From an optimization exercise on the open Yosys and OpenROAD flow, aimed at small area and a short achievable clock period; shortcuts taken in it are not production practice.
No functional check of the RTL was part of any run shown here.
Power is estimated from default activity; no workload was simulated.

--- flow/design.v ---
module CPU(clock,reset,MemData,MemOut,rd,wr,PC,IR,MBR,AC,MAR,SR);
input clock;
input reset;
input signed [15:0] MemData;
output reg signed [15:0] MemOut;
output reg [10:0] PC,MAR;
output reg signed [15:0] IR,MBR;
output signed [15:0] AC;
output reg wr,rd;
output [3:0] SR;    
reg [2:0] state;
reg signed [15:0] ACr;      
reg [3:0] SRr;
reg accSel;                 
wire [3:0] op = IR[15:12];
wire       m  = IR[11];
wire        ld   = (op == 4'h1);
wire        sub  = (op == 4'h4);
wire        ls   = ld | (op == 4'h3) | sub;   
wire        mul  = (op == 4'h5);
wire        dv   = (op == 4'h6);
wire        sa   = ACr[15];
wire [15:0] lorA;
assign lorA[0] = 1'b0;
genvar ga;
generate
  for (ga = 1; ga < 16; ga = ga + 1) begin : la
    assign lorA[ga] = |ACr[ga-1:0];
  end
endgenerate
wire [15:0] absa = {16{dv}} & (ACr ^ ({16{sa}} & lorA));
reg  [15:0] absAr;
always @(posedge clock) absAr <= absa;
reg ldq, subq, lsq, mulq, dvq;
always @(posedge clock) begin
  ldq <= ld; subq <= sub; lsq <= ls; mulq <= mul; dvq <= dv;
end
wire [15:0] d1, B1c;
wire        cin1;
wire [5:0] s3_r, s3_q;
cpu_s3 u_s3(.MemData(MemData), .IRlo(IR[11:0]), .dv(dvq), .sub(subq), .absAr(absAr),
            .ACr(ACr), .d1(d1), .cin1(cin1), .B1c(B1c), .r_out(s3_r), .q_out(s3_q));
reg [15:0] B1r;
reg        cinr, d1s;
always @(posedge clock)
  if (state == 3'd3) begin
    B1r <= B1c; cinr <= cin1; d1s <= d1[15];
  end
reg [5:0] p1r, p1q;
always @(posedge clock) begin
  p1r <= s3_r;
  p1q <= s3_q;
end
wire [14:0] s4_r;
wire [8:0] s4_q;
cpu_s4 u_s4(.p1r(p1r), .absAr(absAr), .ACr(ACr), .B1r(B1r), .cinr(cinr), .dv(dvq),
            .r_out(s4_r), .q_out(s4_q));
reg [14:0] p2r;
reg [14:0] p2q;
always @(posedge clock) begin
  p2r <= s4_r;
  p2q <= {p1q, s4_q};
end
wire [15:0] res;
wire [3:0]  resf;
cpu_s0 u_s0(.p2r(p2r), .p2q(p2q), .absAr(absAr), .ACr(ACr), .SRr(SRr), .accSel(accSel),
            .B1r(B1r), .cinr(cinr), .d1s(d1s), .dv(dvq), .mul(mulq), .ls(lsq), .ld(ldq), .sub(subq),
            .res(res), .resf(resf), .AC(AC), .SR(SR));
always @(posedge clock) begin
  if (reset) begin
    PC <= 0; MAR <= 0; IR <= 0; MBR <= 0; ACr <= 0; MemOut <= 0; SRr <= 0;
    rd <= 1; wr <= 0;
    accSel <= 0;
    state <= 0;
  end else
  case (state)
  0: begin
    rd <= 1; wr <= 0;
    MAR <= PC;
    if (accSel) begin
      ACr <= res;
      SRr <= resf;
    end
    accSel <= 0;
    state <= 1;
  end
  1: begin
    rd <= 1; wr <= 0;
    IR <= MemData;
    PC <= PC + 1'b1;
    state <= 2;
  end
  2: begin
    if (m) MAR <= IR[10:0];
    state <= 3;
  end
  3: begin
    state <= 4;
    case (op)
      4'h1, 4'h3, 4'h4, 4'h5, 4'h6: MBR <= d1;
      4'h2: begin MBR <= ACr; rd <= 0; wr <= 1; end
      4'h7: begin PC <= MAR; state <= 0; end
      4'h8: if (SRr[3]) begin PC <= MAR; state <= 0; end
      default: ;
    endcase
  end
  4: begin
    state <= 0;
    case (op)
      4'h2: MemOut <= MBR;
      4'h1, 4'h3, 4'h4, 4'h5, 4'h6: accSel <= 1'b1;
      default: ;
    endcase
  end
  default: state <= 0;
  endcase
end
endmodule
module cpu_s3(input [15:0] MemData, input [11:0] IRlo, input dv, input sub,
              input [15:0] absAr, input [15:0] ACr,
              output [15:0] d1, output cin1, output [15:0] B1c,
              output [5:0] r_out, output [5:0] q_out);
assign d1   = IRlo[11] ? MemData : {5'b0, IRlo[10:0]};    
assign cin1 = (dv & ~d1[15]) | sub;
assign B1c  = d1 ^ {16{cin1}};
wire w1 = absAr[15] & B1c[0];
wire w2 = absAr[15] | B1c[0];
wire w3 = w1 | (w2 & cin1);
wire w4 = w2 & 1'b0;
wire w5 = w3 & (d1[15] ? (&d1[15:1]) : ~(|d1[15:1]));
wire w6 = dv ? w5 : ACr[15];
wire [0:0] r7;
assign r7[0] = absAr[15] ^ (w6 & (B1c[0] ^ cin1));
wire w8 = absAr[14] & B1c[0];
wire w9 = absAr[14] | B1c[0];
wire w10 = r7[0] & B1c[1];
wire w11 = r7[0] | B1c[1];
wire w12 = w8 | (w9 & cin1);
wire w13 = w9 & 1'b0;
wire w14 = w10 | (w11 & w12);
wire w15 = w11 & w13;
wire w16 = w14 & (d1[15] ? (&d1[15:2]) : ~(|d1[15:2]));
wire w17 = dv ? w16 : ACr[14];
wire [1:0] r18;
assign r18[0] = absAr[14] ^ (w17 & (B1c[0] ^ cin1));
assign r18[1] = r7[0] ^ (w17 & (B1c[1] ^ w12));
wire w19 = absAr[13] & B1c[0];
wire w20 = absAr[13] | B1c[0];
wire w21 = r18[0] & B1c[1];
wire w22 = r18[0] | B1c[1];
wire w23 = r18[1] & B1c[2];
wire w24 = r18[1] | B1c[2];
wire w25 = w19 | (w20 & cin1);
wire w26 = w20 & 1'b0;
wire w27 = w23 | (w24 & w21);
wire w28 = w24 & w22;
wire w29 = w21 | (w22 & w25);
wire w30 = w22 & w26;
wire w31 = w27 | (w28 & w25);
wire w32 = w28 & w26;
wire w33 = w31 & (d1[15] ? (&d1[15:3]) : ~(|d1[15:3]));
wire w34 = dv ? w33 : ACr[13];
wire [2:0] r35;
assign r35[0] = absAr[13] ^ (w34 & (B1c[0] ^ cin1));
assign r35[1] = r18[0] ^ (w34 & (B1c[1] ^ w25));
assign r35[2] = r18[1] ^ (w34 & (B1c[2] ^ w29));
wire w36 = absAr[12] & B1c[0];
wire w37 = absAr[12] | B1c[0];
wire w38 = r35[0] & B1c[1];
wire w39 = r35[0] | B1c[1];
wire w40 = r35[1] & B1c[2];
wire w41 = r35[1] | B1c[2];
wire w42 = r35[2] & B1c[3];
wire w43 = r35[2] | B1c[3];
wire w44 = w36 | (w37 & cin1);
wire w45 = w37 & 1'b0;
wire w46 = w40 | (w41 & w38);
wire w47 = w41 & w39;
wire w48 = w38 | (w39 & w44);
wire w49 = w39 & w45;
wire w50 = w46 | (w47 & w44);
wire w51 = w47 & w45;
wire w52 = w42 | (w43 & w50);
wire w53 = w43 & w51;
wire w54 = w52 & (d1[15] ? (&d1[15:4]) : ~(|d1[15:4]));
wire w55 = dv ? w54 : ACr[12];
wire [3:0] r56;
assign r56[0] = absAr[12] ^ (w55 & (B1c[0] ^ cin1));
assign r56[1] = r35[0] ^ (w55 & (B1c[1] ^ w44));
assign r56[2] = r35[1] ^ (w55 & (B1c[2] ^ w48));
assign r56[3] = r35[2] ^ (w55 & (B1c[3] ^ w50));
wire w57 = absAr[11] & B1c[0];
wire w58 = absAr[11] | B1c[0];
wire w59 = r56[0] & B1c[1];
wire w60 = r56[0] | B1c[1];
wire w61 = r56[1] & B1c[2];
wire w62 = r56[1] | B1c[2];
wire w63 = r56[2] & B1c[3];
wire w64 = r56[2] | B1c[3];
wire w65 = r56[3] & B1c[4];
wire w66 = r56[3] | B1c[4];
wire w67 = w57 | (w58 & cin1);
wire w68 = w58 & 1'b0;
wire w69 = w61 | (w62 & w59);
wire w70 = w62 & w60;
wire w71 = w65 | (w66 & w63);
wire w72 = w66 & w64;
wire w73 = w59 | (w60 & w67);
wire w74 = w60 & w68;
wire w75 = w69 | (w70 & w67);
wire w76 = w70 & w68;
wire w77 = w63 | (w64 & w75);
wire w78 = w64 & w76;
wire w79 = w71 | (w72 & w75);
wire w80 = w72 & w76;
wire w81 = w79 & (d1[15] ? (&d1[15:5]) : ~(|d1[15:5]));
wire w82 = dv ? w81 : ACr[11];
wire [4:0] r83;
assign r83[0] = absAr[11] ^ (w82 & (B1c[0] ^ cin1));
assign r83[1] = r56[0] ^ (w82 & (B1c[1] ^ w67));
assign r83[2] = r56[1] ^ (w82 & (B1c[2] ^ w73));
assign r83[3] = r56[2] ^ (w82 & (B1c[3] ^ w75));
assign r83[4] = r56[3] ^ (w82 & (B1c[4] ^ w77));
wire w84 = absAr[10] & B1c[0];
wire w85 = absAr[10] | B1c[0];
wire w86 = r83[0] & B1c[1];
wire w87 = r83[0] | B1c[1];
wire w88 = r83[1] & B1c[2];
wire w89 = r83[1] | B1c[2];
wire w90 = r83[2] & B1c[3];
wire w91 = r83[2] | B1c[3];
wire w92 = r83[3] & B1c[4];
wire w93 = r83[3] | B1c[4];
wire w94 = r83[4] & B1c[5];
wire w95 = r83[4] | B1c[5];
wire w96 = w84 | (w85 & cin1);
wire w97 = w85 & 1'b0;
wire w98 = w88 | (w89 & w86);
wire w99 = w89 & w87;
wire w100 = w92 | (w93 & w90);
wire w101 = w93 & w91;
wire w102 = w86 | (w87 & w96);
wire w103 = w87 & w97;
wire w104 = w98 | (w99 & w96);
wire w105 = w99 & w97;
wire w106 = w94 | (w95 & w100);
wire w107 = w95 & w101;
wire w108 = w90 | (w91 & w104);
wire w109 = w91 & w105;
wire w110 = w100 | (w101 & w104);
wire w111 = w101 & w105;
wire w112 = w106 | (w107 & w104);
wire w113 = w107 & w105;
wire w114 = w112 & (d1[15] ? (&d1[15:6]) : ~(|d1[15:6]));
wire w115 = dv ? w114 : ACr[10];
wire [5:0] r116;
assign r116[0] = absAr[10] ^ (w115 & (B1c[0] ^ cin1));
assign r116[1] = r83[0] ^ (w115 & (B1c[1] ^ w96));
assign r116[2] = r83[1] ^ (w115 & (B1c[2] ^ w102));
assign r116[3] = r83[2] ^ (w115 & (B1c[3] ^ w104));
assign r116[4] = r83[3] ^ (w115 & (B1c[4] ^ w108));
assign r116[5] = r83[4] ^ (w115 & (B1c[5] ^ w110));
assign r_out = r116;
assign q_out = {w5, w16, w33, w54, w81, w114};
endmodule
module cpu_s4(input [5:0] p1r, input [15:0] absAr, input [15:0] ACr,
              input [15:0] B1r, input cinr, input dv,
              output [14:0] r_out, output [8:0] q_out);
wire w117 = absAr[9] & B1r[0];
wire w118 = absAr[9] | B1r[0];
wire w119 = p1r[0] & B1r[1];
wire w120 = p1r[0] | B1r[1];
wire w121 = p1r[1] & B1r[2];
wire w122 = p1r[1] | B1r[2];
wire w123 = p1r[2] & B1r[3];
wire w124 = p1r[2] | B1r[3];
wire w125 = p1r[3] & B1r[4];
wire w126 = p1r[3] | B1r[4];
wire w127 = p1r[4] & B1r[5];
wire w128 = p1r[4] | B1r[5];
wire w129 = p1r[5] & B1r[6];
wire w130 = p1r[5] | B1r[6];
wire w131 = w117 | (w118 & cinr);
wire w132 = w118 & 1'b0;
wire w133 = w121 | (w122 & w119);
wire w134 = w122 & w120;
wire w135 = w125 | (w126 & w123);
wire w136 = w126 & w124;
wire w137 = w129 | (w130 & w127);
wire w138 = w130 & w128;
wire w139 = w119 | (w120 & w131);
wire w140 = w120 & w132;
wire w141 = w133 | (w134 & w131);
wire w142 = w134 & w132;
wire w143 = w127 | (w128 & w135);
wire w144 = w128 & w136;
wire w145 = w137 | (w138 & w135);
wire w146 = w138 & w136;
wire w147 = w123 | (w124 & w141);
wire w148 = w124 & w142;
wire w149 = w135 | (w136 & w141);
wire w150 = w136 & w142;
wire w151 = w143 | (w144 & w141);
wire w152 = w144 & w142;
wire w153 = w145 | (w146 & w141);
wire w154 = w146 & w142;
wire w155 = w153 & (&B1r[15:7]);
wire w156 = dv ? w155 : ACr[9];
wire [6:0] r157;
assign r157[0] = absAr[9] ^ (w156 & (B1r[0] ^ cinr));
assign r157[1] = p1r[0] ^ (w156 & (B1r[1] ^ w131));
assign r157[2] = p1r[1] ^ (w156 & (B1r[2] ^ w139));
assign r157[3] = p1r[2] ^ (w156 & (B1r[3] ^ w141));
assign r157[4] = p1r[3] ^ (w156 & (B1r[4] ^ w147));
assign r157[5] = p1r[4] ^ (w156 & (B1r[5] ^ w149));
assign r157[6] = p1r[5] ^ (w156 & (B1r[6] ^ w151));
wire w158 = absAr[8] & B1r[0];
wire w159 = absAr[8] | B1r[0];
wire w160 = r157[0] & B1r[1];
wire w161 = r157[0] | B1r[1];
wire w162 = r157[1] & B1r[2];
wire w163 = r157[1] | B1r[2];
wire w164 = r157[2] & B1r[3];
wire w165 = r157[2] | B1r[3];
wire w166 = r157[3] & B1r[4];
wire w167 = r157[3] | B1r[4];
wire w168 = r157[4] & B1r[5];
wire w169 = r157[4] | B1r[5];
wire w170 = r157[5] & B1r[6];
wire w171 = r157[5] | B1r[6];
wire w172 = r157[6] & B1r[7];
wire w173 = r157[6] | B1r[7];
wire w174 = w158 | (w159 & cinr);
wire w175 = w159 & 1'b0;
wire w176 = w162 | (w163 & w160);
wire w177 = w163 & w161;
wire w178 = w166 | (w167 & w164);
wire w179 = w167 & w165;
wire w180 = w170 | (w171 & w168);
wire w181 = w171 & w169;
wire w182 = w160 | (w161 & w174);
wire w183 = w161 & w175;
wire w184 = w176 | (w177 & w174);
wire w185 = w177 & w175;
wire w186 = w168 | (w169 & w178);
wire w187 = w169 & w179;
wire w188 = w180 | (w181 & w178);
wire w189 = w181 & w179;
wire w190 = w164 | (w165 & w184);
wire w191 = w165 & w185;
wire w192 = w178 | (w179 & w184);
wire w193 = w179 & w185;
wire w194 = w186 | (w187 & w184);
wire w195 = w187 & w185;
wire w196 = w188 | (w189 & w184);
wire w197 = w189 & w185;
wire w198 = w172 | (w173 & w196);
wire w199 = w173 & w197;
wire w200 = w198 & (&B1r[15:8]);
wire w201 = dv ? w200 : ACr[8];
wire [7:0] r202;
assign r202[0] = absAr[8] ^ (w201 & (B1r[0] ^ cinr));
assign r202[1] = r157[0] ^ (w201 & (B1r[1] ^ w174));
assign r202[2] = r157[1] ^ (w201 & (B1r[2] ^ w182));
assign r202[3] = r157[2] ^ (w201 & (B1r[3] ^ w184));
assign r202[4] = r157[3] ^ (w201 & (B1r[4] ^ w190));
assign r202[5] = r157[4] ^ (w201 & (B1r[5] ^ w192));
assign r202[6] = r157[5] ^ (w201 & (B1r[6] ^ w194));
assign r202[7] = r157[6] ^ (w201 & (B1r[7] ^ w196));
wire w203 = absAr[7] & B1r[0];
wire w204 = absAr[7] | B1r[0];
wire w205 = r202[0] & B1r[1];
wire w206 = r202[0] | B1r[1];
wire w207 = r202[1] & B1r[2];
wire w208 = r202[1] | B1r[2];
wire w209 = r202[2] & B1r[3];
wire w210 = r202[2] | B1r[3];
wire w211 = r202[3] & B1r[4];
wire w212 = r202[3] | B1r[4];
wire w213 = r202[4] & B1r[5];
wire w214 = r202[4] | B1r[5];
wire w215 = r202[5] & B1r[6];
wire w216 = r202[5] | B1r[6];
wire w217 = r202[6] & B1r[7];
wire w218 = r202[6] | B1r[7];
wire w219 = r202[7] & B1r[8];
wire w220 = r202[7] | B1r[8];
wire w221 = w203 | (w204 & cinr);
wire w222 = w204 & 1'b0;
wire w223 = w207 | (w208 & w205);
wire w224 = w208 & w206;
wire w225 = w211 | (w212 & w209);
wire w226 = w212 & w210;
wire w227 = w215 | (w216 & w213);
wire w228 = w216 & w214;
wire w229 = w219 | (w220 & w217);
wire w230 = w220 & w218;
wire w231 = w205 | (w206 & w221);
wire w232 = w206 & w222;
wire w233 = w223 | (w224 & w221);
wire w234 = w224 & w222;
wire w235 = w213 | (w214 & w225);
wire w236 = w214 & w226;
wire w237 = w227 | (w228 & w225);
wire w238 = w228 & w226;
wire w239 = w209 | (w210 & w233);
wire w240 = w210 & w234;
wire w241 = w225 | (w226 & w233);
wire w242 = w226 & w234;
wire w243 = w235 | (w236 & w233);
wire w244 = w236 & w234;
wire w245 = w237 | (w238 & w233);
wire w246 = w238 & w234;
wire w247 = w217 | (w218 & w245);
wire w248 = w218 & w246;
wire w249 = w229 | (w230 & w245);
wire w250 = w230 & w246;
wire w251 = w249 & (&B1r[15:9]);
wire w252 = dv ? w251 : ACr[7];
wire [8:0] r253;
assign r253[0] = absAr[7] ^ (w252 & (B1r[0] ^ cinr));
assign r253[1] = r202[0] ^ (w252 & (B1r[1] ^ w221));
assign r253[2] = r202[1] ^ (w252 & (B1r[2] ^ w231));
assign r253[3] = r202[2] ^ (w252 & (B1r[3] ^ w233));
assign r253[4] = r202[3] ^ (w252 & (B1r[4] ^ w239));
assign r253[5] = r202[4] ^ (w252 & (B1r[5] ^ w241));
assign r253[6] = r202[5] ^ (w252 & (B1r[6] ^ w243));
assign r253[7] = r202[6] ^ (w252 & (B1r[7] ^ w245));
assign r253[8] = r202[7] ^ (w252 & (B1r[8] ^ w247));
wire w254 = absAr[6] & B1r[0];
wire w255 = absAr[6] | B1r[0];
wire w256 = r253[0] & B1r[1];
wire w257 = r253[0] | B1r[1];
wire w258 = r253[1] & B1r[2];
wire w259 = r253[1] | B1r[2];
wire w260 = r253[2] & B1r[3];
wire w261 = r253[2] | B1r[3];
wire w262 = r253[3] & B1r[4];
wire w263 = r253[3] | B1r[4];
wire w264 = r253[4] & B1r[5];
wire w265 = r253[4] | B1r[5];
wire w266 = r253[5] & B1r[6];
wire w267 = r253[5] | B1r[6];
wire w268 = r253[6] & B1r[7];
wire w269 = r253[6] | B1r[7];
wire w270 = r253[7] & B1r[8];
wire w271 = r253[7] | B1r[8];
wire w272 = r253[8] & B1r[9];
wire w273 = r253[8] | B1r[9];
wire w274 = w254 | (w255 & cinr);
wire w275 = w255 & 1'b0;
wire w276 = w258 | (w259 & w256);
wire w277 = w259 & w257;
wire w278 = w262 | (w263 & w260);
wire w279 = w263 & w261;
wire w280 = w266 | (w267 & w264);
wire w281 = w267 & w265;
wire w282 = w270 | (w271 & w268);
wire w283 = w271 & w269;
wire w284 = w256 | (w257 & w274);
wire w285 = w257 & w275;
wire w286 = w276 | (w277 & w274);
wire w287 = w277 & w275;
wire w288 = w264 | (w265 & w278);
wire w289 = w265 & w279;
wire w290 = w280 | (w281 & w278);
wire w291 = w281 & w279;
wire w292 = w272 | (w273 & w282);
wire w293 = w273 & w283;
wire w294 = w260 | (w261 & w286);
wire w295 = w261 & w287;
wire w296 = w278 | (w279 & w286);
wire w297 = w279 & w287;
wire w298 = w288 | (w289 & w286);
wire w299 = w289 & w287;
wire w300 = w290 | (w291 & w286);
wire w301 = w291 & w287;
wire w302 = w268 | (w269 & w300);
wire w303 = w269 & w301;
wire w304 = w282 | (w283 & w300);
wire w305 = w283 & w301;
wire w306 = w292 | (w293 & w300);
wire w307 = w293 & w301;
wire w308 = w306 & (&B1r[15:10]);
wire w309 = dv ? w308 : ACr[6];
wire [9:0] r310;
assign r310[0] = absAr[6] ^ (w309 & (B1r[0] ^ cinr));
assign r310[1] = r253[0] ^ (w309 & (B1r[1] ^ w274));
assign r310[2] = r253[1] ^ (w309 & (B1r[2] ^ w284));
assign r310[3] = r253[2] ^ (w309 & (B1r[3] ^ w286));
assign r310[4] = r253[3] ^ (w309 & (B1r[4] ^ w294));
assign r310[5] = r253[4] ^ (w309 & (B1r[5] ^ w296));
assign r310[6] = r253[5] ^ (w309 & (B1r[6] ^ w298));
assign r310[7] = r253[6] ^ (w309 & (B1r[7] ^ w300));
assign r310[8] = r253[7] ^ (w309 & (B1r[8] ^ w302));
assign r310[9] = r253[8] ^ (w309 & (B1r[9] ^ w304));
wire w311 = absAr[5] & B1r[0];
wire w312 = absAr[5] | B1r[0];
wire w313 = r310[0] & B1r[1];
wire w314 = r310[0] | B1r[1];
wire w315 = r310[1] & B1r[2];
wire w316 = r310[1] | B1r[2];
wire w317 = r310[2] & B1r[3];
wire w318 = r310[2] | B1r[3];
wire w319 = r310[3] & B1r[4];
wire w320 = r310[3] | B1r[4];
wire w321 = r310[4] & B1r[5];
wire w322 = r310[4] | B1r[5];
wire w323 = r310[5] & B1r[6];
wire w324 = r310[5] | B1r[6];
wire w325 = r310[6] & B1r[7];
wire w326 = r310[6] | B1r[7];
wire w327 = r310[7] & B1r[8];
wire w328 = r310[7] | B1r[8];
wire w329 = r310[8] & B1r[9];
wire w330 = r310[8] | B1r[9];
wire w331 = r310[9] & B1r[10];
wire w332 = r310[9] | B1r[10];
wire w333 = w311 | (w312 & cinr);
wire w334 = w312 & 1'b0;
wire w335 = w315 | (w316 & w313);
wire w336 = w316 & w314;
wire w337 = w319 | (w320 & w317);
wire w338 = w320 & w318;
wire w339 = w323 | (w324 & w321);
wire w340 = w324 & w322;
wire w341 = w327 | (w328 & w325);
wire w342 = w328 & w326;
wire w343 = w331 | (w332 & w329);
wire w344 = w332 & w330;
wire w345 = w313 | (w314 & w333);
wire w346 = w314 & w334;
wire w347 = w335 | (w336 & w333);
wire w348 = w336 & w334;
wire w349 = w321 | (w322 & w337);
wire w350 = w322 & w338;
wire w351 = w339 | (w340 & w337);
wire w352 = w340 & w338;
wire w353 = w329 | (w330 & w341);
wire w354 = w330 & w342;
wire w355 = w343 | (w344 & w341);
wire w356 = w344 & w342;
wire w357 = w317 | (w318 & w347);
wire w358 = w318 & w348;
wire w359 = w337 | (w338 & w347);
wire w360 = w338 & w348;
wire w361 = w349 | (w350 & w347);
wire w362 = w350 & w348;
wire w363 = w351 | (w352 & w347);
wire w364 = w352 & w348;
wire w365 = w325 | (w326 & w363);
wire w366 = w326 & w364;
wire w367 = w341 | (w342 & w363);
wire w368 = w342 & w364;
wire w369 = w353 | (w354 & w363);
wire w370 = w354 & w364;
wire w371 = w355 | (w356 & w363);
wire w372 = w356 & w364;
wire w373 = w371 & (&B1r[15:11]);
wire w374 = dv ? w373 : ACr[5];
wire [10:0] r375;
assign r375[0] = absAr[5] ^ (w374 & (B1r[0] ^ cinr));
assign r375[1] = r310[0] ^ (w374 & (B1r[1] ^ w333));
assign r375[2] = r310[1] ^ (w374 & (B1r[2] ^ w345));
assign r375[3] = r310[2] ^ (w374 & (B1r[3] ^ w347));
assign r375[4] = r310[3] ^ (w374 & (B1r[4] ^ w357));
assign r375[5] = r310[4] ^ (w374 & (B1r[5] ^ w359));
assign r375[6] = r310[5] ^ (w374 & (B1r[6] ^ w361));
assign r375[7] = r310[6] ^ (w374 & (B1r[7] ^ w363));
assign r375[8] = r310[7] ^ (w374 & (B1r[8] ^ w365));
assign r375[9] = r310[8] ^ (w374 & (B1r[9] ^ w367));
assign r375[10] = r310[9] ^ (w374 & (B1r[10] ^ w369));
wire w376 = absAr[4] & B1r[0];
wire w377 = absAr[4] | B1r[0];
wire w378 = r375[0] & B1r[1];
wire w379 = r375[0] | B1r[1];
wire w380 = r375[1] & B1r[2];
wire w381 = r375[1] | B1r[2];
wire w382 = r375[2] & B1r[3];
wire w383 = r375[2] | B1r[3];
wire w384 = r375[3] & B1r[4];
wire w385 = r375[3] | B1r[4];
wire w386 = r375[4] & B1r[5];
wire w387 = r375[4] | B1r[5];
wire w388 = r375[5] & B1r[6];
wire w389 = r375[5] | B1r[6];
wire w390 = r375[6] & B1r[7];
wire w391 = r375[6] | B1r[7];
wire w392 = r375[7] & B1r[8];
wire w393 = r375[7] | B1r[8];
wire w394 = r375[8] & B1r[9];
wire w395 = r375[8] | B1r[9];
wire w396 = r375[9] & B1r[10];
wire w397 = r375[9] | B1r[10];
wire w398 = r375[10] & B1r[11];
wire w399 = r375[10] | B1r[11];
wire w400 = w376 | (w377 & cinr);
wire w401 = w377 & 1'b0;
wire w402 = w380 | (w381 & w378);
wire w403 = w381 & w379;
wire w404 = w384 | (w385 & w382);
wire w405 = w385 & w383;
wire w406 = w388 | (w389 & w386);
wire w407 = w389 & w387;
wire w408 = w392 | (w393 & w390);
wire w409 = w393 & w391;
wire w410 = w396 | (w397 & w394);
wire w411 = w397 & w395;
wire w412 = w378 | (w379 & w400);
wire w413 = w379 & w401;
wire w414 = w402 | (w403 & w400);
wire w415 = w403 & w401;
wire w416 = w386 | (w387 & w404);
wire w417 = w387 & w405;
wire w418 = w406 | (w407 & w404);
wire w419 = w407 & w405;
wire w420 = w394 | (w395 & w408);
wire w421 = w395 & w409;
wire w422 = w410 | (w411 & w408);
wire w423 = w411 & w409;
wire w424 = w382 | (w383 & w414);
wire w425 = w383 & w415;
wire w426 = w404 | (w405 & w414);
wire w427 = w405 & w415;
wire w428 = w416 | (w417 & w414);
wire w429 = w417 & w415;
wire w430 = w418 | (w419 & w414);
wire w431 = w419 & w415;
wire w432 = w398 | (w399 & w422);
wire w433 = w399 & w423;
wire w434 = w390 | (w391 & w430);
wire w435 = w391 & w431;
wire w436 = w408 | (w409 & w430);
wire w437 = w409 & w431;
wire w438 = w420 | (w421 & w430);
wire w439 = w421 & w431;
wire w440 = w422 | (w423 & w430);
wire w441 = w423 & w431;
wire w442 = w432 | (w433 & w430);
wire w443 = w433 & w431;
wire w444 = w442 & (&B1r[15:12]);
wire w445 = dv ? w444 : ACr[4];
wire [11:0] r446;
assign r446[0] = absAr[4] ^ (w445 & (B1r[0] ^ cinr));
assign r446[1] = r375[0] ^ (w445 & (B1r[1] ^ w400));
assign r446[2] = r375[1] ^ (w445 & (B1r[2] ^ w412));
assign r446[3] = r375[2] ^ (w445 & (B1r[3] ^ w414));
assign r446[4] = r375[3] ^ (w445 & (B1r[4] ^ w424));
assign r446[5] = r375[4] ^ (w445 & (B1r[5] ^ w426));
assign r446[6] = r375[5] ^ (w445 & (B1r[6] ^ w428));
assign r446[7] = r375[6] ^ (w445 & (B1r[7] ^ w430));
assign r446[8] = r375[7] ^ (w445 & (B1r[8] ^ w434));
assign r446[9] = r375[8] ^ (w445 & (B1r[9] ^ w436));
assign r446[10] = r375[9] ^ (w445 & (B1r[10] ^ w438));
assign r446[11] = r375[10] ^ (w445 & (B1r[11] ^ w440));
wire w447 = absAr[3] & B1r[0];
wire w448 = absAr[3] | B1r[0];
wire w449 = r446[0] & B1r[1];
wire w450 = r446[0] | B1r[1];
wire w451 = r446[1] & B1r[2];
wire w452 = r446[1] | B1r[2];
wire w453 = r446[2] & B1r[3];
wire w454 = r446[2] | B1r[3];
wire w455 = r446[3] & B1r[4];
wire w456 = r446[3] | B1r[4];
wire w457 = r446[4] & B1r[5];
wire w458 = r446[4] | B1r[5];
wire w459 = r446[5] & B1r[6];
wire w460 = r446[5] | B1r[6];
wire w461 = r446[6] & B1r[7];
wire w462 = r446[6] | B1r[7];
wire w463 = r446[7] & B1r[8];
wire w464 = r446[7] | B1r[8];
wire w465 = r446[8] & B1r[9];
wire w466 = r446[8] | B1r[9];
wire w467 = r446[9] & B1r[10];
wire w468 = r446[9] | B1r[10];
wire w469 = r446[10] & B1r[11];
wire w470 = r446[10] | B1r[11];
wire w471 = r446[11] & B1r[12];
wire w472 = r446[11] | B1r[12];
wire w473 = w447 | (w448 & cinr);
wire w474 = w448 & 1'b0;
wire w475 = w451 | (w452 & w449);
wire w476 = w452 & w450;
wire w477 = w455 | (w456 & w453);
wire w478 = w456 & w454;
wire w479 = w459 | (w460 & w457);
wire w480 = w460 & w458;
wire w481 = w463 | (w464 & w461);
wire w482 = w464 & w462;
wire w483 = w467 | (w468 & w465);
wire w484 = w468 & w466;
wire w485 = w471 | (w472 & w469);
wire w486 = w472 & w470;
wire w487 = w449 | (w450 & w473);
wire w488 = w450 & w474;
wire w489 = w475 | (w476 & w473);
wire w490 = w476 & w474;
wire w491 = w457 | (w458 & w477);
wire w492 = w458 & w478;
wire w493 = w479 | (w480 & w477);
wire w494 = w480 & w478;
wire w495 = w465 | (w466 & w481);
wire w496 = w466 & w482;
wire w497 = w483 | (w484 & w481);
wire w498 = w484 & w482;
wire w499 = w453 | (w454 & w489);
wire w500 = w454 & w490;
wire w501 = w477 | (w478 & w489);
wire w502 = w478 & w490;
wire w503 = w491 | (w492 & w489);
wire w504 = w492 & w490;
wire w505 = w493 | (w494 & w489);
wire w506 = w494 & w490;
wire w507 = w469 | (w470 & w497);
wire w508 = w470 & w498;
wire w509 = w485 | (w486 & w497);
wire w510 = w486 & w498;
wire w511 = w461 | (w462 & w505);
wire w512 = w462 & w506;
wire w513 = w481 | (w482 & w505);
wire w514 = w482 & w506;
wire w515 = w495 | (w496 & w505);
wire w516 = w496 & w506;
wire w517 = w497 | (w498 & w505);
wire w518 = w498 & w506;
wire w519 = w507 | (w508 & w505);
wire w520 = w508 & w506;
wire w521 = w509 | (w510 & w505);
wire w522 = w510 & w506;
wire w523 = w521 & (&B1r[15:13]);
wire w524 = dv ? w523 : ACr[3];
wire [12:0] r525;
assign r525[0] = absAr[3] ^ (w524 & (B1r[0] ^ cinr));
assign r525[1] = r446[0] ^ (w524 & (B1r[1] ^ w473));
assign r525[2] = r446[1] ^ (w524 & (B1r[2] ^ w487));
assign r525[3] = r446[2] ^ (w524 & (B1r[3] ^ w489));
assign r525[4] = r446[3] ^ (w524 & (B1r[4] ^ w499));
assign r525[5] = r446[4] ^ (w524 & (B1r[5] ^ w501));
assign r525[6] = r446[5] ^ (w524 & (B1r[6] ^ w503));
assign r525[7] = r446[6] ^ (w524 & (B1r[7] ^ w505));
assign r525[8] = r446[7] ^ (w524 & (B1r[8] ^ w511));
assign r525[9] = r446[8] ^ (w524 & (B1r[9] ^ w513));
assign r525[10] = r446[9] ^ (w524 & (B1r[10] ^ w515));
assign r525[11] = r446[10] ^ (w524 & (B1r[11] ^ w517));
assign r525[12] = r446[11] ^ (w524 & (B1r[12] ^ w519));
wire w526 = absAr[2] & B1r[0];
wire w527 = absAr[2] | B1r[0];
wire w528 = r525[0] & B1r[1];
wire w529 = r525[0] | B1r[1];
wire w530 = r525[1] & B1r[2];
wire w531 = r525[1] | B1r[2];
wire w532 = r525[2] & B1r[3];
wire w533 = r525[2] | B1r[3];
wire w534 = r525[3] & B1r[4];
wire w535 = r525[3] | B1r[4];
wire w536 = r525[4] & B1r[5];
wire w537 = r525[4] | B1r[5];
wire w538 = r525[5] & B1r[6];
wire w539 = r525[5] | B1r[6];
wire w540 = r525[6] & B1r[7];
wire w541 = r525[6] | B1r[7];
wire w542 = r525[7] & B1r[8];
wire w543 = r525[7] | B1r[8];
wire w544 = r525[8] & B1r[9];
wire w545 = r525[8] | B1r[9];
wire w546 = r525[9] & B1r[10];
wire w547 = r525[9] | B1r[10];
wire w548 = r525[10] & B1r[11];
wire w549 = r525[10] | B1r[11];
wire w550 = r525[11] & B1r[12];
wire w551 = r525[11] | B1r[12];
wire w552 = r525[12] & B1r[13];
wire w553 = r525[12] | B1r[13];
wire w554 = w526 | (w527 & cinr);
wire w555 = w527 & 1'b0;
wire w556 = w530 | (w531 & w528);
wire w557 = w531 & w529;
wire w558 = w534 | (w535 & w532);
wire w559 = w535 & w533;
wire w560 = w538 | (w539 & w536);
wire w561 = w539 & w537;
wire w562 = w542 | (w543 & w540);
wire w563 = w543 & w541;
wire w564 = w546 | (w547 & w544);
wire w565 = w547 & w545;
wire w566 = w550 | (w551 & w548);
wire w567 = w551 & w549;
wire w568 = w528 | (w529 & w554);
wire w569 = w529 & w555;
wire w570 = w556 | (w557 & w554);
wire w571 = w557 & w555;
wire w572 = w536 | (w537 & w558);
wire w573 = w537 & w559;
wire w574 = w560 | (w561 & w558);
wire w575 = w561 & w559;
wire w576 = w544 | (w545 & w562);
wire w577 = w545 & w563;
wire w578 = w564 | (w565 & w562);
wire w579 = w565 & w563;
wire w580 = w552 | (w553 & w566);
wire w581 = w553 & w567;
wire w582 = w532 | (w533 & w570);
wire w583 = w533 & w571;
wire w584 = w558 | (w559 & w570);
wire w585 = w559 & w571;
wire w586 = w572 | (w573 & w570);
wire w587 = w573 & w571;
wire w588 = w574 | (w575 & w570);
wire w589 = w575 & w571;
wire w590 = w548 | (w549 & w578);
wire w591 = w549 & w579;
wire w592 = w566 | (w567 & w578);
wire w593 = w567 & w579;
wire w594 = w580 | (w581 & w578);
wire w595 = w581 & w579;
wire w596 = w540 | (w541 & w588);
wire w597 = w541 & w589;
wire w598 = w562 | (w563 & w588);
wire w599 = w563 & w589;
wire w600 = w576 | (w577 & w588);
wire w601 = w577 & w589;
wire w602 = w578 | (w579 & w588);
wire w603 = w579 & w589;
wire w604 = w590 | (w591 & w588);
wire w605 = w591 & w589;
wire w606 = w592 | (w593 & w588);
wire w607 = w593 & w589;
wire w608 = w594 | (w595 & w588);
wire w609 = w595 & w589;
wire w610 = w608 & (&B1r[15:14]);
wire w611 = dv ? w610 : ACr[2];
wire [13:0] r612;
assign r612[0] = absAr[2] ^ (w611 & (B1r[0] ^ cinr));
assign r612[1] = r525[0] ^ (w611 & (B1r[1] ^ w554));
assign r612[2] = r525[1] ^ (w611 & (B1r[2] ^ w568));
assign r612[3] = r525[2] ^ (w611 & (B1r[3] ^ w570));
assign r612[4] = r525[3] ^ (w611 & (B1r[4] ^ w582));
assign r612[5] = r525[4] ^ (w611 & (B1r[5] ^ w584));
assign r612[6] = r525[5] ^ (w611 & (B1r[6] ^ w586));
assign r612[7] = r525[6] ^ (w611 & (B1r[7] ^ w588));
assign r612[8] = r525[7] ^ (w611 & (B1r[8] ^ w596));
assign r612[9] = r525[8] ^ (w611 & (B1r[9] ^ w598));
assign r612[10] = r525[9] ^ (w611 & (B1r[10] ^ w600));
assign r612[11] = r525[10] ^ (w611 & (B1r[11] ^ w602));
assign r612[12] = r525[11] ^ (w611 & (B1r[12] ^ w604));
assign r612[13] = r525[12] ^ (w611 & (B1r[13] ^ w606));
wire w613 = absAr[1] & B1r[0];
wire w614 = absAr[1] | B1r[0];
wire w615 = r612[0] & B1r[1];
wire w616 = r612[0] | B1r[1];
wire w617 = r612[1] & B1r[2];
wire w618 = r612[1] | B1r[2];
wire w619 = r612[2] & B1r[3];
wire w620 = r612[2] | B1r[3];
wire w621 = r612[3] & B1r[4];
wire w622 = r612[3] | B1r[4];
wire w623 = r612[4] & B1r[5];
wire w624 = r612[4] | B1r[5];
wire w625 = r612[5] & B1r[6];
wire w626 = r612[5] | B1r[6];
wire w627 = r612[6] & B1r[7];
wire w628 = r612[6] | B1r[7];
wire w629 = r612[7] & B1r[8];
wire w630 = r612[7] | B1r[8];
wire w631 = r612[8] & B1r[9];
wire w632 = r612[8] | B1r[9];
wire w633 = r612[9] & B1r[10];
wire w634 = r612[9] | B1r[10];
wire w635 = r612[10] & B1r[11];
wire w636 = r612[10] | B1r[11];
wire w637 = r612[11] & B1r[12];
wire w638 = r612[11] | B1r[12];
wire w639 = r612[12] & B1r[13];
wire w640 = r612[12] | B1r[13];
wire w641 = r612[13] & B1r[14];
wire w642 = r612[13] | B1r[14];
wire w643 = w613 | (w614 & cinr);
wire w644 = w614 & 1'b0;
wire w645 = w617 | (w618 & w615);
wire w646 = w618 & w616;
wire w647 = w621 | (w622 & w619);
wire w648 = w622 & w620;
wire w649 = w625 | (w626 & w623);
wire w650 = w626 & w624;
wire w651 = w629 | (w630 & w627);
wire w652 = w630 & w628;
wire w653 = w633 | (w634 & w631);
wire w654 = w634 & w632;
wire w655 = w637 | (w638 & w635);
wire w656 = w638 & w636;
wire w657 = w641 | (w642 & w639);
wire w658 = w642 & w640;
wire w659 = w615 | (w616 & w643);
wire w660 = w616 & w644;
wire w661 = w645 | (w646 & w643);
wire w662 = w646 & w644;
wire w663 = w623 | (w624 & w647);
wire w664 = w624 & w648;
wire w665 = w649 | (w650 & w647);
wire w666 = w650 & w648;
wire w667 = w631 | (w632 & w651);
wire w668 = w632 & w652;
wire w669 = w653 | (w654 & w651);
wire w670 = w654 & w652;
wire w671 = w639 | (w640 & w655);
wire w672 = w640 & w656;
wire w673 = w657 | (w658 & w655);
wire w674 = w658 & w656;
wire w675 = w619 | (w620 & w661);
wire w676 = w620 & w662;
wire w677 = w647 | (w648 & w661);
wire w678 = w648 & w662;
wire w679 = w663 | (w664 & w661);
wire w680 = w664 & w662;
wire w681 = w665 | (w666 & w661);
wire w682 = w666 & w662;
wire w683 = w635 | (w636 & w669);
wire w684 = w636 & w670;
wire w685 = w655 | (w656 & w669);
wire w686 = w656 & w670;
wire w687 = w671 | (w672 & w669);
wire w688 = w672 & w670;
wire w689 = w673 | (w674 & w669);
wire w690 = w674 & w670;
wire w691 = w627 | (w628 & w681);
wire w692 = w628 & w682;
wire w693 = w651 | (w652 & w681);
wire w694 = w652 & w682;
wire w695 = w667 | (w668 & w681);
wire w696 = w668 & w682;
wire w697 = w669 | (w670 & w681);
wire w698 = w670 & w682;
wire w699 = w683 | (w684 & w681);
wire w700 = w684 & w682;
wire w701 = w685 | (w686 & w681);
wire w702 = w686 & w682;
wire w703 = w687 | (w688 & w681);
wire w704 = w688 & w682;
wire w705 = w689 | (w690 & w681);
wire w706 = w690 & w682;
wire w707 = w705 & (&B1r[15:15]);
wire w708 = dv ? w707 : ACr[1];
wire [14:0] r709;
assign r709[0] = absAr[1] ^ (w708 & (B1r[0] ^ cinr));
assign r709[1] = r612[0] ^ (w708 & (B1r[1] ^ w643));
assign r709[2] = r612[1] ^ (w708 & (B1r[2] ^ w659));
assign r709[3] = r612[2] ^ (w708 & (B1r[3] ^ w661));
assign r709[4] = r612[3] ^ (w708 & (B1r[4] ^ w675));
assign r709[5] = r612[4] ^ (w708 & (B1r[5] ^ w677));
assign r709[6] = r612[5] ^ (w708 & (B1r[6] ^ w679));
assign r709[7] = r612[6] ^ (w708 & (B1r[7] ^ w681));
assign r709[8] = r612[7] ^ (w708 & (B1r[8] ^ w691));
assign r709[9] = r612[8] ^ (w708 & (B1r[9] ^ w693));
assign r709[10] = r612[9] ^ (w708 & (B1r[10] ^ w695));
assign r709[11] = r612[10] ^ (w708 & (B1r[11] ^ w697));
assign r709[12] = r612[11] ^ (w708 & (B1r[12] ^ w699));
assign r709[13] = r612[12] ^ (w708 & (B1r[13] ^ w701));
assign r709[14] = r612[13] ^ (w708 & (B1r[14] ^ w703));
assign r_out = r709;
assign q_out = {w155, w200, w251, w308, w373, w444, w523, w610, w707};
endmodule
module cpu_s0(input [14:0] p2r, input [14:0] p2q, input [15:0] absAr,
              input [15:0] ACr, input [3:0] SRr, input accSel,
              input [15:0] B1r, input cinr, input d1s,
              input dv, input mul, input ls, input ld, input sub,
              output [15:0] res, output [3:0] resf, output [15:0] AC, output [3:0] SR);
wire w710 = ls ? (~ld & ACr[0]) : absAr[0];
wire w711 = ls ? (~ld & ACr[1]) : p2r[0];
wire w712 = ls ? (~ld & ACr[2]) : p2r[1];
wire w713 = ls ? (~ld & ACr[3]) : p2r[2];
wire w714 = ls ? (~ld & ACr[4]) : p2r[3];
wire w715 = ls ? (~ld & ACr[5]) : p2r[4];
wire w716 = ls ? (~ld & ACr[6]) : p2r[5];
wire w717 = ls ? (~ld & ACr[7]) : p2r[6];
wire w718 = ls ? (~ld & ACr[8]) : p2r[7];
wire w719 = ls ? (~ld & ACr[9]) : p2r[8];
wire w720 = ls ? (~ld & ACr[10]) : p2r[9];
wire w721 = ls ? (~ld & ACr[11]) : p2r[10];
wire w722 = ls ? (~ld & ACr[12]) : p2r[11];
wire w723 = ls ? (~ld & ACr[13]) : p2r[12];
wire w724 = ls ? (~ld & ACr[14]) : p2r[13];
wire w725 = ls ? (~ld & ACr[15]) : p2r[14];
wire w726 = w710 & B1r[0];
wire w727 = w710 | B1r[0];
wire w728 = w711 & B1r[1];
wire w729 = w711 | B1r[1];
wire w730 = w712 & B1r[2];
wire w731 = w712 | B1r[2];
wire w732 = w713 & B1r[3];
wire w733 = w713 | B1r[3];
wire w734 = w714 & B1r[4];
wire w735 = w714 | B1r[4];
wire w736 = w715 & B1r[5];
wire w737 = w715 | B1r[5];
wire w738 = w716 & B1r[6];
wire w739 = w716 | B1r[6];
wire w740 = w717 & B1r[7];
wire w741 = w717 | B1r[7];
wire w742 = w718 & B1r[8];
wire w743 = w718 | B1r[8];
wire w744 = w719 & B1r[9];
wire w745 = w719 | B1r[9];
wire w746 = w720 & B1r[10];
wire w747 = w720 | B1r[10];
wire w748 = w721 & B1r[11];
wire w749 = w721 | B1r[11];
wire w750 = w722 & B1r[12];
wire w751 = w722 | B1r[12];
wire w752 = w723 & B1r[13];
wire w753 = w723 | B1r[13];
wire w754 = w724 & B1r[14];
wire w755 = w724 | B1r[14];
wire w756 = w725 & B1r[15];
wire w757 = w725 | B1r[15];
wire w758 = w726 | (w727 & cinr);
wire w759 = w727 & 1'b0;
wire w760 = w730 | (w731 & w728);
wire w761 = w731 & w729;
wire w762 = w734 | (w735 & w732);
wire w763 = w735 & w733;
wire w764 = w738 | (w739 & w736);
wire w765 = w739 & w737;
wire w766 = w742 | (w743 & w740);
wire w767 = w743 & w741;
wire w768 = w746 | (w747 & w744);
wire w769 = w747 & w745;
wire w770 = w750 | (w751 & w748);
wire w771 = w751 & w749;
wire w772 = w754 | (w755 & w752);
wire w773 = w755 & w753;
wire w774 = w728 | (w729 & w758);
wire w775 = w729 & w759;
wire w776 = w760 | (w761 & w758);
wire w777 = w761 & w759;
wire w778 = w736 | (w737 & w762);
wire w779 = w737 & w763;
wire w780 = w764 | (w765 & w762);
wire w781 = w765 & w763;
wire w782 = w744 | (w745 & w766);
wire w783 = w745 & w767;
wire w784 = w768 | (w769 & w766);
wire w785 = w769 & w767;
wire w786 = w752 | (w753 & w770);
wire w787 = w753 & w771;
wire w788 = w772 | (w773 & w770);
wire w789 = w773 & w771;
wire w790 = w732 | (w733 & w776);
wire w791 = w733 & w777;
wire w792 = w762 | (w763 & w776);
wire w793 = w763 & w777;
wire w794 = w778 | (w779 & w776);
wire w795 = w779 & w777;
wire w796 = w780 | (w781 & w776);
wire w797 = w781 & w777;
wire w798 = w748 | (w749 & w784);
wire w799 = w749 & w785;
wire w800 = w770 | (w771 & w784);
wire w801 = w771 & w785;
wire w802 = w786 | (w787 & w784);
wire w803 = w787 & w785;
wire w804 = w788 | (w789 & w784);
wire w805 = w789 & w785;
wire w806 = w740 | (w741 & w796);
wire w807 = w741 & w797;
wire w808 = w766 | (w767 & w796);
wire w809 = w767 & w797;
wire w810 = w782 | (w783 & w796);
wire w811 = w783 & w797;
wire w812 = w784 | (w785 & w796);
wire w813 = w785 & w797;
wire w814 = w798 | (w799 & w796);
wire w815 = w799 & w797;
wire w816 = w800 | (w801 & w796);
wire w817 = w801 & w797;
wire w818 = w802 | (w803 & w796);
wire w819 = w803 & w797;
wire w820 = w804 | (w805 & w796);
wire w821 = w805 & w797;
wire w822 = w756 | (w757 & w820);
wire w823 = w757 & w821;
wire w824 = w822 & 1'b1;
wire lastc = w822;     
wire w825 = dv ? w824 : (~mul | ACr[0]);
wire [15:0] r826;
assign r826[0] = w710 ^ (w825 & (B1r[0] ^ cinr));
assign r826[1] = w711 ^ (w825 & (B1r[1] ^ w758));
assign r826[2] = w712 ^ (w825 & (B1r[2] ^ w774));
assign r826[3] = w713 ^ (w825 & (B1r[3] ^ w776));
assign r826[4] = w714 ^ (w825 & (B1r[4] ^ w790));
assign r826[5] = w715 ^ (w825 & (B1r[5] ^ w792));
assign r826[6] = w716 ^ (w825 & (B1r[6] ^ w794));
assign r826[7] = w717 ^ (w825 & (B1r[7] ^ w796));
assign r826[8] = w718 ^ (w825 & (B1r[8] ^ w806));
assign r826[9] = w719 ^ (w825 & (B1r[9] ^ w808));
assign r826[10] = w720 ^ (w825 & (B1r[10] ^ w810));
assign r826[11] = w721 ^ (w825 & (B1r[11] ^ w812));
assign r826[12] = w722 ^ (w825 & (B1r[12] ^ w814));
assign r826[13] = w723 ^ (w825 & (B1r[13] ^ w816));
assign r826[14] = w724 ^ (w825 & (B1r[14] ^ w818));
assign r826[15] = w725 ^ (w825 & (B1r[15] ^ w820));
wire [15:0] qu = {p2q, w824};
wire [15:0] prod = r826;             
wire        sa   = ACr[15];
wire        dz   = cinr & (&B1r);           
wire        negq = sa ^ d1s;
wire [15:0] lowor;
assign lowor[0] = 1'b0;
genvar gi;
generate
  for (gi = 1; gi < 16; gi = gi + 1) begin : lo
    assign lowor[gi] = |qu[gi-1:0];
  end
endgenerate
wire [15:0] quot  = dz ? 16'd0 : (qu ^ ({16{negq}} & lowor));
assign      res   = dv ? quot : prod;
wire        resz  = dv ? (dz | ~|qu) : ~|prod;
wire        as_   = ls & ~ld;
wire        resc  = as_ & (lastc ^ sub);
wire        resv  = as_ & (ACr[15] == B1r[15]) & (prod[15] != ACr[15]);
assign      resf  = {resz, res[15], resc, resv};
assign AC = accSel ? res : ACr;
assign SR = accSel ? resf : SRr;
endmodule
--- flow/flow/run.sh ---
#!/bin/bash
set -euo pipefail
MARGIN=$(python3 -c "print(round(${FLOW_PERIOD_NS} - 12.5, 3))")
bash standard.sh SETUP_SLACK_MARGIN=$MARGIN "BUFFER_PORTS_ARGS=-buffer_cell sky130_fd_sc_hd__buf_1" finish > standard_flow.log 2>&1
--- flow/standard.sh ---
#!/bin/bash
# synth_recipe.tcl (not shown) runs the flow's synth.tcl, then flattens the netlist and writes it again
# the make line also repeats each setting of config.mk as NAME=value (left out here)
make -C /OpenROAD-flow-scripts/flow DESIGN_CONFIG=/design/flow/config.mk WORK_HOME=/design/flow/orfs CLKGATE_MAP_FILE= SYNTH_SCRIPT=/design/flow/synth_recipe.tcl "${@:-finish}"
--- flow/config.mk ---
export PLATFORM = sky130hd
export DESIGN_NAME = CPU
export DESIGN_NICKNAME = CPU
export VERILOG_FILES = /design/flow/design.v
export SDC_FILE = /design/flow/constraint.sdc
export NUM_CORES = 4
export LEC_CHECK = 0
export ABC_AREA = 1
export CAP_MARGIN = 20
export CORE_MARGIN = 2
export CORE_UTILIZATION = 40
export SLEW_MARGIN = 20
export SYNTH_HIERARCHICAL = 1
--- flow/constraint.sdc ---
create_clock -name core_clock -period 32.0 [get_ports {clock}]
set_input_delay 6.4000 -clock core_clock [delete_from_list [all_inputs] [get_ports {clock}]]
set_output_delay 6.4000 -clock core_clock [all_outputs]
set_load 0.01 [all_outputs]
==> results of run 1 <==
modules after synthesis (local to each module, per instance):
module,cells inside,times used,area (um^2),flip-flops and latches
CPU,728,1,6210,177
cpu_s4,1451,1,6870,0
cpu_s0,492,1,2330,0
cpu_s3,411,1,2000,0
flip-flops by register name (all words and copies together) (netlist names), 11 cells and up:
name    flops
p2q        15
B1r        16
ACr        16
PC         11
p2r        15
absAr      16
IR         16
MBR        16
MemOut     16
MAR        11
critical path, delay by kind of cell, from the launching register on:
kind	cells	cell delay [ns]
buffers and inverters	10	1.14
DFF	1	0.35
and+or+nand+nor	88	9.25
xor gates and xnor gates	1	0.24
AOI/OAI and AO/OA	3	0.46
routing by layer:
metal | up-vias | global-route usage, %
li1 | 9850 | -
met1 | 8736 | 31.5
met2 | 538 | 41.7
met3 | 101 | 2.97
met4 | 0 | 9.38
met5 | - | 0
layout by cell type (no fill, tap or decap), drive strengths merged, types with 16 or more instances in the layout:
cell type  instances
nor3              18
xor2              92
clkbuf            19
buf              170
inv              415
a31oi             16
o21ai            172
dfxtp            159
edfxtp            18
clkinv            19
nand3            399
nand4             16
nand3b            21
a21oi             92
nor2             270
nand2           1221
kinds of logic (layout without fill, tap and decap cells):
kind of cell,count (synthesis),after routing,synth area share (%)
AO/OA/AOI/OAI,310,310,9.80
XOR/XNOR,99,99,5.20
buffers and inverters,541,627,14.1
adder cells (fa/ha/maj),1,1,0.0718
AND/OR/NAND/NOR,1954,1970,49.4
flip-flops,177,177,21.4
repair_timing:
action | in CTS | in global routing
pin swaps | 0 | 24
hold buffers | 0 | 0
cloned | 0 | 18
endpoints found under the setup margin | 15 | 16
resized for setup | 0 | 81
setup buffers | 3 | 46
final cells by class:
cell class | count | area, um^2 | share of cell area (%)
Clock inverter | 13 | 155 | 0.804
Multi-Input combinational cell | 2380 | 11700 | 60.6
Timing Repair Buffer | 170 | 902 | 4.67
Sequential cell | 177 | 3720 | 19.3
Tap cell | 585 | 732 | 3.79
Clock buffer | 19 | 454 | 2.35
Inverter | 423 | 1620 | 8.39
Timing Repair inverter | 2 | 10.0 | 0.0519
stage by stage:
step	power, mW	hold WS [ns]	worst slack (ns)
after global placement	0.376	0.314	19.72
after CTS	0.595	0.331	19.63
after global routing	0.628	0.335	19.37
final	0.599	0.332	20.46
after detailed placement	0.378	0.315	19.38
after floorplan	0.347	0.310	21.65
report_power, final:
group	internal, mW	leakage [nW]	switching [mW]
Sequential	0.232	1.45	0.00934
Clock	0.116	0.298	0.104
Combinational	0.0395	8.12	0.0981
path summary, 6_finish.rpt:
check	start	to	slack, ns	cells after the start
min	p1q[0]$_DFF_P_	p2q[9]$_DFF_P_	0.33	0
max	B1r[12]$_DFFE_PN_	p2r[7]$_DFF_P_	20.46	102
min reg2reg	p1q[0]$_DFF_P_	p2q[9]$_DFF_P_	0.33	0
max reg2reg	B1r[12]$_DFFE_PN_	p2r[7]$_DFF_P_	20.46	102
==> impl_metrics.sql, run 1 <==
INSERT INTO impl_metrics (metric_group, metric, value, unit) VALUES
('status', 'status', 'timing/DRC/antenna clean', ''),
('detailed_routing', 'drt_iter0_markers', '1648', ''),
('final_layout', 'non_filler_cells_in_the_finished_layout', '3769', ''),
('logic_synthesis', 'synth_commonest_cells', 'nand2_1 (1133), inv_1 (366), nand3_1 (358)', ''),
('hold_path', 'hold_path.class', 'flip-flop to flip-flop', ''),
('detailed_routing', 'top_layer', 'met4', ''),
('detailed_routing', 'drc', '0', ''),
('floorplan', 'die_boundary_width', '213', 'um'),
('grt', 'first_global_vias', '17100', ''),
('pwr', 'power.density_cell_area', '31.0', 'mW/mm^2'),
('detailed_routing', 'detailroute.wirelength.met2', '27000', 'um'),
('placement', 'io_buffers', '109', ''),
('critical_path', 'critPathMaxFanout', '15', ''),
('logic_synthesis', 'postSynthRegisterBits', '177', ''),
('sta', 'finalHoldViolCount', '0', ''),
('detailed_routing', 'vias', '19200', ''),
('final_layout', 'layout.nets', '3190', ''),
('floorplan', 'floorplan.core_area', '0.0430', 'mm^2'),
('critical_path', 'timing.critical_path.slowest_stage_cell', 'edfxtp_1', ''),
('logic_synthesis', 'synth.net_count', '3101', ''),
('detailed_routing', 'ant_nets', '0', ''),
('logic_synthesis', 'proportion_of_netlist_area_held_by_the_largest_area_contributor', '24.4', '%'),
('placement', 'gp_congestion', '0.910', ''),
('grt', 'grt_max_degree', '85', ''),
('clock_network', 'tritoncts', 'yes', ''),
('flow_run', 'number_of_max_capacitance_violations_reported', '0', ''),
('final_layout', 'fillers', '4718', ''),
('logic_synthesis', 'synthesis.yosys.warnings', '7', ''),
('critical_path', 'kind_of_end_point_of_the_critical_path', 'flip-flop', ''),
('pwr', 'cellLeakagePower', '9.88', 'nW'),
('logic_synthesis', 'yosys.area.top_type', 'nand2_1', ''),
('detailed_routing', 'average_wire_length_per_cell_after_detail_routing', '15.2', 'um'),
('sta', 'final.setup.tns', '0', 'ns'),
('sta', 'fin_skew', '0.0162', 'ns'),
('grt', 'grt_overflow', '0', ''),
('clock_network', 'cts_inserted_buffers', '17', ''),
('logic_synthesis', 'synth-main-ff-cell', 'dfxtp_1', ''),
('final_layout', 'area_growth', '10.9', '%'),
('sta', 'max_freq', '0.0867', 'GHz'),
('logic_synthesis', 'yosys.cell_types.count', '58', ''),
('critical_path', 'required', '32.35', 'ns'),
('clock_network', 'clk-insertion-delay-late', '0.46', 'ns'),
('logic_synthesis', 'ffs_w_async_s_r_synth', '0', '%'),
('detailed_routing', 'routed_wl', '57200', 'um'),
('critical_path', 'crit_arrival', '11.89', 'ns'),
('detailed_routing', 'viasPerCell', '5.10', ''),
('detailed_routing', 'drt_pass1_iterations', '6', ''),
('logic_synthesis', 'netlist_area', '0.0174', 'mm^2'),
('final_layout', 'final_core_util', '44.9', '%'),
('sta', 'post-route-period-util', '36.1', '%'),
('logic_synthesis', 'number_of_cells_produced_by_synthesis', '3082', ''),
('grt', 'antenna_found_initial', '0', ''),
('floorplan', 'num_io_pins', '110', ''),
('critical_path', 'critPathMostFrequentCell', 'nand2_1', ''),
('logic_synthesis', 'ys_seq_area_share', '21.4', '%'),
('floorplan', 'dieArea', '0.0452', 'mm^2'),
('sta', 'slew_of_the_pin_with_the_lowest_slew_margin', '1.04', 'ns'),
('placement', 'dpl_wire_length', '42700', 'um'),
('floorplan', 'starting_density', '40.5', '%'),
('sta', 'maxSlewViolCount', '0', ''),
('final_layout', 'finish.instance_area', '0.0193', 'mm^2'),
('sta', 'fin_crit', '11.54', 'ns'),
('placement', 'dpl.cell_count', '3670', ''),
('critical_path', 'cpPeakStageDelay', '0.35', 'ns'),
('placement', 'post_dp_cell_area', '0.0178', 'mm^2'),
('logic_synthesis', 'synth_enable_flop_cells', '18', ''),
('sta', 'max_slew_margin', '30.4', '%'),
('floorplan', 'die_h', '213', 'um'),
('clock_network', 'clk_pin_slew_worst_paths', '0.07', 'ns'),
('grt', 'grt_pass1_wl', '88300', 'um'),
('final_layout', 'layout-drive-gt1-share', '11.2', '%');
==> inputs of run 2 (changes only) <==
==> flow/flow/run.sh (replaced) <==
#!/bin/bash
set -euo pipefail
MARGIN=$(python3 -c "print(round(${FLOW_PERIOD_NS} - 12, 3))")
bash standard.sh SETUP_SLACK_MARGIN=$MARGIN "BUFFER_PORTS_ARGS=-buffer_cell sky130_fd_sc_hd__buf_1" finish > standard_flow.log 2>&1
==> impl_metrics.sql, run 2 <==
INSERT INTO impl_metrics (metric_group, metric, value, unit) VALUES
('sta', 'post-route-period-util', '35.2', '%'),
('clock_network', 'tritoncts', 'yes', ''),
('placement', 'gp_congestion', '0.910', ''),
('logic_synthesis', 'synth.net_count', '3101', ''),
('detailed_routing', 'vias', '19500', ''),
('flow_run', 'number_of_max_capacitance_violations_reported', '0', ''),
('critical_path', 'critPathMaxFanout', '18', ''),
('floorplan', 'die_boundary_width', '213', 'um'),
('logic_synthesis', 'synth-main-ff-cell', 'dfxtp_1', ''),
('logic_synthesis', 'yosys.area.top_type', 'nand2_1', ''),
('clock_network', 'cts_inserted_buffers', '17', ''),
('status', 'status', 'timing/DRC/antenna clean', ''),
('detailed_routing', 'viasPerCell', '5.13', ''),
('logic_synthesis', 'number_of_cells_produced_by_synthesis', '3082', ''),
('logic_synthesis', 'synthesis.yosys.warnings', '7', ''),
('grt', 'antenna_found_initial', '0', ''),
('critical_path', 'kind_of_end_point_of_the_critical_path', 'flip-flop', ''),
('sta', 'slew_of_the_pin_with_the_lowest_slew_margin', '1.02', 'ns'),
('placement', 'io_buffers', '109', ''),
('logic_synthesis', 'proportion_of_netlist_area_held_by_the_largest_area_contributor', '24.4', '%'),
('logic_synthesis', 'ffs_w_async_s_r_synth', '0', '%'),
('critical_path', 'critPathMostFrequentCell', 'nand2_1', ''),
('detailed_routing', 'drt_pass1_iterations', '6', '');
-- run 2: cells by family (layout without fill, tap and decap cells) --
logic type	Yosys count	count (layout)	share of synthesized area (%)
flip-flops	177	177	21.4
buffers and inverters	541	646	14.1
AND/OR/NAND/NOR	1954	1973	49.4
AO/OA/AOI/OAI	310	310	9.80
XOR/XNOR	99	99	5.20
adder cells (fa/ha/maj)	1	1	0.0718
-- run 2: worst reg2reg max path: cells and delay by family, from the launching register on --
kind	cells	cell delay (ns)
and+or+nand+nor	90	9.58
buffers and inverters	6	0.67
DFF	1	0.40
AOI/OAI and AO/OA	2	0.31
xor gates and xnor gates	1	0.22
-- run 2: area by class of cell --
type | count | area (um^2) | share of cell area, %
inverter | 423 | 1620 | 8.16
sequential | 177 | 3720 | 18.7
tap | 585 | 732 | 3.68
timing repair inverter | 2 | 10.0 | 0.0504
clock inverter | 13 | 155 | 0.781
timing repair buffer | 189 | 1100 | 5.53
multi-input combinational | 2383 | 12100 | 60.8
clock buffer | 19 | 454 | 2.29
-- run 2: path summary, 6_finish.rpt --
check,from,end,slack [ns],cells after the start
max,MemData[15],p1r[4]$_DFF_P_,20.73,48
min,p1q[0]$_DFF_P_,p2q[9]$_DFF_P_,0.33,0
max reg2reg,B1r[9]$_DFFE_PN_,p2r[7]$_DFF_P_,20.74,99
min reg2reg,p1q[0]$_DFF_P_,p2q[9]$_DFF_P_,0.33,0
-- run 2: per-module statistics from Yosys, one instance, submodules excluded --
module / cells / copies in the design / flops+latches
cpu_s3: 411 / 1 / 0
cpu_s0: 492 / 1 / 0
cpu_s4: 1451 / 1 / 0
CPU: 728 / 1 / 177
-- run 2: repair_timing --
action                     CTS  global route
cloned                       1            21
setup buffers               10            57
gates resized for setup      2           187
setup endpoints to repair   16            18
pin swaps                    0            61
-- run 2: report_power, final --
part	internal (mW)	switching, mW	total (mW)
clock network	0.116	0.104	0.220
registers	0.232	0.00941	0.242
logic	0.0413	0.100	0.141
-- run 2: stage by stage --
stage / instances / total power [mW]
after floorplan: 3082 / 0.347
after global placement: 3670 / 0.376
after detailed placement: 3670 / 0.378
after CTS: 3713 / 0.596
after global routing: 3791 / 0.632
final: 3791 / 0.603
-- run 2: routing by layer --
layer / GRT usage (%) / vias up / wire, um / part of all wire, %
li1: - / 9898 / - / -
met1: 31.9 / 8922 / 25800 / 44
met2: 41.8 / 548 / 27700 / 47
met3: 2.85 / 97 / 3060 / 5.2
met4: 9.36 / 0 / 1800 / 3.1
met5: 0 / - / 0 / 0

==> afterwards: timing with drivers on the ports <==
Ports are ideal in the flow. The routed layouts listed here were re-timed in OpenROAD.
Step 1, drivers: a clkbuf_16 drives clock and a buf_2 each remaining input, both assumed.
Step 2, shift: input delay + t, output delay - t, t = (earliest + latest rising clock arrival at the registers) / 2. This alone moves slack from input paths to output paths.
a / b / c = no drivers / after step 1 / after step 2; a / b = the first two.
run	shift t [ns]	setup WS [ns]	worst setup path at the end
run 1	0.512	20.460 / 20.460 / 20.167	input to register
run 2	0.514	20.727 / 20.729 / 20.215	input to register
After both steps every run listed still meets setup and hold. The setup slack of run 2, which loses most, moves by +0.002 ns with the drivers and by -0.512 ns with both steps.
